Background: an optimization exercise with open tools, aiming at small area. Do not read the settings as production practice. The RTL was checked by simulation tests, not by an equivalence proof against the original design.

v56:
## CC
module CC(
           clk,
           rst_n,
           in_valid,
           mode,
           xi,
           yi,
           out_valid,
           xo,
           yo
       );
Size: ~130 flip-flops, roughly 38 I/O pins, about 8600 µm² of cells after synthesis.
Settings: LEC_CHECK=0, CAP_MARGIN=20, CORE_MARGIN=2, CORE_UTILIZATION=40, CTS_BUF_LIST=sky130_fd_sc_hd__clkbuf_8, PLACE_DENSITY=0.6, SLEW_MARGIN=20; clock period 50.0 ns.
standard.sh (not shown) runs the stock make flow with config.mk's settings and CLKGATE_MAP_FILE= SYNTH_SCRIPT=/design/flow/synth_recipe.tcl, a recipe that flattens the netlist after the stock synthesis.
==> flow/flow/run.sh <==
#!/bin/bash
export CTS_ARGS="-sink_clustering_enable -repair_clock_nets -dont_use_dummy_load -buf_list {sky130_fd_sc_hd__clkbuf_4 sky130_fd_sc_hd__clkbuf_8}"
export BUFFER_PORTS_ARGS="-buffer_cell sky130_fd_sc_hd__buf_1"
bash standard.sh > standard.log 2>&1
The final layout from v56, which completed every stage, passed the timing, DRC and antenna checks at the end of the flow.
The inputs of v13 differ from those of v56 as listed below.
Settings: PLACE_DENSITY now 0.8, was 0.6; CORE_UTILIZATION now 65, was 40.
==> flow/flow/run.sh <==
#!/bin/bash
export CTS_ARGS="-sink_clustering_enable -repair_clock_nets -dont_use_dummy_load -buf_list sky130_fd_sc_hd__clkbuf_8"
export BUFFER_PORTS_ARGS="-buffer_cell sky130_fd_sc_hd__buf_1"
bash standard.sh > standard.log 2>&1
## What came out
v13 finished every step from synthesis to the final layout, and the layout passed the timing, DRC and antenna checks.
STATUS detailed-route wire length: v13 wins against v56
The final critical delay including setup and external delays of v13 was inferior to that of v56.
Modified inputs, v57 compared to v13
Settings: a change of PLACE_DENSITY from 0.8 to 0.6; a change of CORE_UTILIZATION from 65 to 40.
==> flow/flow/run.sh <==
#!/bin/bash
export CTS_ARGS="-sink_clustering_enable -repair_clock_nets -dont_use_dummy_load -buf_list sky130_fd_sc_hd__clkbuf_16 -sink_buffer_max_cap_derate 2.0"
export BUFFER_PORTS_ARGS="-buffer_cell sky130_fd_sc_hd__buf_1"
bash standard.sh > standard.log 2>&1
Results
- Comparing v13 and v57, the lower worst setup timing slack at the placement stage is on v13.
- v57: it failed during clock tree synthesis, and the tool reported CTS-0109.
- v57 -> v13: synthesized cell area delta 0, exact match
- The number of cells after detailed placement number comes out lower for v13 vs v57.
- Against v13, routability congestion estimate in v57 fell by a little under 10%.
- Per the comparison of v57 with v13, instance area at placement picked up an extra 180 µm², number of core rows picked up an extra 11, number of enable-type register cells in the synthesized netlist neither gained nor lost much, post-synthesis xor/xnor area fraction neither gained nor lost much.
- When the final numbers for v13 and v57 were put side by side, the vertical die dimension turned out to be greater in v57.
> inputs changed (v57 -> v47)
==> flow/flow/run.sh <==
#!/bin/bash
export CTS_ARGS="-repair_clock_nets -dont_use_dummy_load -buf_list sky130_fd_sc_hd__clkbuf_8"
export BUFFER_PORTS_ARGS="-buffer_cell sky130_fd_sc_hd__buf_1"
bash standard.sh > standard.log 2>&1
Notes after the runs:
v47 did not stop at any stage, and its layout met the timing, DRC and antenna checks. Summary of v47 over v57: instance area at placement essentially unchanged, synthesized cell count shows no meaningful change, setup slack at placement comparable, area after synthesis about even, post-detailed-placement half-perimeter wirelength level. The number of placement rows was comparable across v57 and v47.


## job 101
Starting RTL as in the previous note.
## CC
module CC(
           clk,
           rst_n,
           in_valid,
           mode,
           xi,
           yi,
           out_valid,
           xo,
           yo
       );
==> flow/config.mk <==
export PLATFORM = sky130hd
export DESIGN_NAME = CC
export DESIGN_NICKNAME = CC
export VERILOG_FILES = /design/flow/design.v
export SDC_FILE = /design/flow/constraint.sdc
export NUM_CORES = 4
export LEC_CHECK = 0
export CAP_MARGIN = 20
export CORE_MARGIN = 2
export CORE_UTILIZATION = 40
export CTS_BUF_LIST = sky130_fd_sc_hd__clkbuf_8
export PLACE_DENSITY = 0.6
export SLEW_MARGIN = 20
==> flow/constraint.sdc <==
create_clock -name core_clock -period 50.0 [get_ports {clk}]
set_input_delay 10.0000 -clock core_clock [delete_from_list [all_inputs] [get_ports {clk}]]
set_output_delay 10.0000 -clock core_clock [all_outputs]
set_load 0.01 [all_outputs]
==> flow/flow/run.sh <==
#!/bin/bash
export CTS_ARGS="-sink_clustering_enable -repair_clock_nets -dont_use_dummy_load -buf_list sky130_fd_sc_hd__clkbuf_8 -sink_clustering_size 24 -sink_clustering_max_diameter 80 -sink_clustering_levels 1"
export BUFFER_PORTS_ARGS="-buffer_cell sky130_fd_sc_hd__buf_1"
bash standard.sh > standard.log 2>&1
Changes in job 102 relative to job 101:
==> flow/flow/run.sh <==
#!/bin/bash
export CTS_ARGS="-sink_clustering_enable -repair_clock_nets -dont_use_dummy_load -buf_list sky130_fd_sc_hd__clkbuf_8 -sink_buffer_max_cap_derate 2.0"
export BUFFER_PORTS_ARGS="-buffer_cell sky130_fd_sc_hd__buf_1"
bash standard.sh > standard.log 2>&1
Results
Flow for job 102 halted at clock tree synthesis (4_1_cts), error code CTS-0109.
From job 102 to job 101, starting density of the core did not move at all.
Reported for job 102 and job 101, XOR/XNOR share of the synthesized area turned out identical to the last digit.
Job 101 → job 102: number of placement rows closely matched the old numbers, chip height ~0 delta, number of cells produced by synthesis held, mean instance size in the synthesized netlist held steady, proportion of register bits with asynchronous set or reset after synthesis barely changed.
Number of instances in the placed design: job 101 vs job 102 identical
For number of storage elements in the synthesis netlist, job 102 and job 101 come out practically identical.


== job 2225 ==
CC again, from the RTL that the note above started with.
==> flow/config.mk <==
export PLATFORM = sky130hd
export DESIGN_NAME = CC
export DESIGN_NICKNAME = CC
export VERILOG_FILES = /design/flow/design.v
export SDC_FILE = /design/flow/constraint.sdc
export NUM_CORES = 4
export LEC_CHECK = 0
export CAP_MARGIN = 20
export CORE_MARGIN = 2
export CORE_UTILIZATION = 40
export CTS_BUF_LIST = sky130_fd_sc_hd__clkbuf_8
export GPL_ROUTABILITY_DRIVEN = 0
export PLACE_DENSITY = 0.6
export SLEW_MARGIN = 20
==> flow/constraint.sdc <==
create_clock -name core_clock -period 50.0 [get_ports {clk}]
set_input_delay 10.0000 -clock core_clock [delete_from_list [all_inputs] [get_ports {clk}]]
set_output_delay 10.0000 -clock core_clock [all_outputs]
set_load 0.01 [all_outputs]
==> flow/flow/run.sh <==
#!/bin/bash
export CTS_ARGS="-sink_clustering_enable -repair_clock_nets -dont_use_dummy_load -buf_list sky130_fd_sc_hd__clkbuf_8"
export BUFFER_PORTS_ARGS="-buffer_cell sky130_fd_sc_hd__buf_1"
bash standard.sh > standard.log 2>&1
Job 2225 completed; timing, DRC and antenna clean
The following lists how job 1300 was set up differently from job 2225:
- GPL_ROUTABILITY_DRIVEN no longer set, was 0
==> flow/run.sh (new file) <==
#!/bin/bash
# synth_recipe.tcl (not shown) runs the flow's synth.tcl, then flattens the netlist and writes it again
# the make line also repeats each setting of config.mk as NAME=value (left out here)
make -C /OpenROAD-flow-scripts/flow DESIGN_CONFIG=/design/flow/config.mk WORK_HOME=/design/flow/orfs CLKGATE_MAP_FILE= SYNTH_SCRIPT=/design/flow/synth_recipe.tcl finish
removed: flow/flow/run.sh
removed: flow/standard.sh
Findings:
Per the comparison of job 1300 with job 2225, logic depth of the worst path, buffers included went down about 3.3%; worst setup slack went up 0.51 ns; global routing met1 resource utilization went down 0.85 points; all-layer global routing usage held.
Comparing job 1300 against job 2225, there is no change at all in mux share of post-synthesis cell area.
Re cell count after synthesis: no difference whatsoever between job 2225 and job 1300.
When the final numbers for job 2225 and job 1300 were put side by side, the utilization turned out to be greater in job 1300.
--- input diff job 1300..job 8246 ---
==> flow/flow/run.sh (new file) <==
#!/bin/bash
export CTS_ARGS="-sink_clustering_enable -repair_clock_nets -dont_use_dummy_load -buf_list sky130_fd_sc_hd__clkbuf_8"
export BUFFER_PORTS_ARGS="-buffer_cell sky130_fd_sc_hd__buf_1"
bash standard.sh > standard.log 2>&1
==> flow/standard.sh (new file) <==
#!/bin/bash
# synth_recipe.tcl (not shown) runs the flow's synth.tcl, then flattens the netlist and writes it again
# the make line also repeats each setting of config.mk as NAME=value (left out here)
make -C /OpenROAD-flow-scripts/flow DESIGN_CONFIG=/design/flow/config.mk WORK_HOME=/design/flow/orfs CLKGATE_MAP_FILE= SYNTH_SCRIPT=/design/flow/synth_recipe.tcl "${@:-finish}"
removed: flow/run.sh
==> comparison <==
On global-route usage, job 1300 and job 8246 are neck and neck. Relative to job 1300, share of the final layout cell area in sequential cells increased by 1.1 points in job 8246. Highest signal layer in the routed design: met5 -> job 8246, met4 -> job 1300. Reported for job 1300 and job 8246, flop and latch count out of synthesis turned out identical to the last digit. Across both runs, synthesis-to-finish area growth was lower for job 8246 than for job 1300. Job 8246 vs. job 1300: worst hold slack shrank by 0.0047 ns; critical path depth grew by 1.


Setup of try-umber:
Another version of the RTL of CC (not shown whole).
For scale: about 38 I/O pins.
Settings: LEC_CHECK=0, CAP_MARGIN=20, CORE_MARGIN=2, CORE_UTILIZATION=40, CTS_BUF_LIST=sky130_fd_sc_hd__clkbuf_8, CTS_CLUSTER_DIAMETER=100, CTS_CLUSTER_SIZE=30, PLACE_DENSITY=0.6, SLEW_MARGIN=20; clock period 50.0 ns.
run.sh (not shown) runs the stock make flow with config.mk's settings and CLKGATE_MAP_FILE= SYNTH_SCRIPT=/design/flow/synth_recipe.tcl, a recipe that flattens the netlist after the stock synthesis.
Stock flow here: none of the scripts above is used.
No stage failed in try-umber, and the final checks on the layout all came back clean.
#### Input delta (try-delta over try-umber)
# try-umber
export LEC_CHECK = 0
export CAP_MARGIN = 20
export CORE_MARGIN = 2
export CORE_UTILIZATION = 40
export CTS_BUF_LIST = sky130_fd_sc_hd__clkbuf_8
export CTS_CLUSTER_DIAMETER = 100
export CTS_CLUSTER_SIZE = 30
export PLACE_DENSITY = 0.6
export SLEW_MARGIN = 20
create_clock -name core_clock -period 50.0 [get_ports {clk}]
# try-delta
export LEC_CHECK = 0
export CAP_MARGIN = 20
export CORE_MARGIN = 2
export CORE_UTILIZATION = 40
export CTS_BUF_LIST = sky130_fd_sc_hd__clkbuf_8
export PLACE_DENSITY = 0.6
export SLEW_MARGIN = 20
create_clock -name core_clock -period 50.0 [get_ports {clk}]
==> flow/flow/run.sh (new file) <==
#!/bin/bash
cp standard.sh standard.sh.txt
export CTS_ARGS="-sink_clustering_enable -repair_clock_nets -dont_use_dummy_load -buf_list sky130_fd_sc_hd__clkbuf_8"
bash standard.sh > standard.log 2>&1
==> flow/standard.sh (new file) <==
#!/bin/bash
# synth_recipe.tcl (not shown) runs the flow's synth.tcl, then flattens the netlist and writes it again
# the make line also repeats each setting of config.mk as NAME=value (left out here)
make -C /OpenROAD-flow-scripts/flow DESIGN_CONFIG=/design/flow/config.mk WORK_HOME=/design/flow/orfs CLKGATE_MAP_FILE= SYNTH_SCRIPT=/design/flow/synth_recipe.tcl "${@:-finish}"
removed: flow/run.sh
[summary]
- Per the final summary, try-delta finished and its layout is clean on timing, DRC and antenna.
- Re worst hold slack: try-delta is 0.0048 ns down on try-umber.
- In the metrics for try-delta and try-umber, the one carrying the higher slack of the critical path is try-umber.
- Delta (try-delta minus try-umber): layout buffer count excluding clock buffers level; top achievable clock speed stayed essentially flat; global-route usage over all layers essentially unchanged.

## separate check: timing with driven ports
How much do the figures lean on ideal ports? The routed layouts below were timed once more, with nothing changed but the port constraints. Step 1 assumes that a clkbuf_16 drives the clock port and a buf_2 every other input. Step 2 adds t to the input delays and takes it off the output delays; t is the mean of the earliest and latest rising clock arrival at the registers after step 1. Input paths then give back, and output paths get back, about the clock's delay inside the block. Three values: ideal, step 1, step 2; two values: the first two.
run	shift t [ns]	slack for setup (ns)	worst hold slack (ns)	worst setup path after step 2	slew at the worst register clock pin (ns)
v56	0.495	31.216 / 31.240 / 30.744	0.461 / 0.461 / 0.461	input to register	0.08 / 0.08
v13	0.498	30.456 / 30.475 / 29.977	0.460 / 0.460 / 0.460	input to register	0.08 / 0.08
v47	0.495	31.216 / 31.240 / 30.744	0.461 / 0.461 / 0.461	input to register	0.08 / 0.08
job 101	0.495	31.216 / 31.240 / 30.744	0.461 / 0.461 / 0.461	input to register	0.08 / 0.08
job 2225	0.506	30.369 / 30.391 / 29.885	0.457 / 0.457 / 0.457	input to register	0.08 / 0.08
job 1300	0.513	30.882 / 30.904 / 30.391	0.466 / 0.466 / 0.466	input to register	0.08 / 0.08
job 8246	0.495	31.216 / 31.240 / 30.744	0.461 / 0.461 / 0.461	input to register	0.08 / 0.08
try-umber	0.510	36.096 / 36.115 / 35.605	0.489 / 0.489 / 0.489	input to register	0.08 / 0.08
try-delta	0.500	36.078 / 36.096 / 35.595	0.485 / 0.485 / 0.485	input to register	0.08 / 0.08
After both steps setup and hold are still met in every run listed.
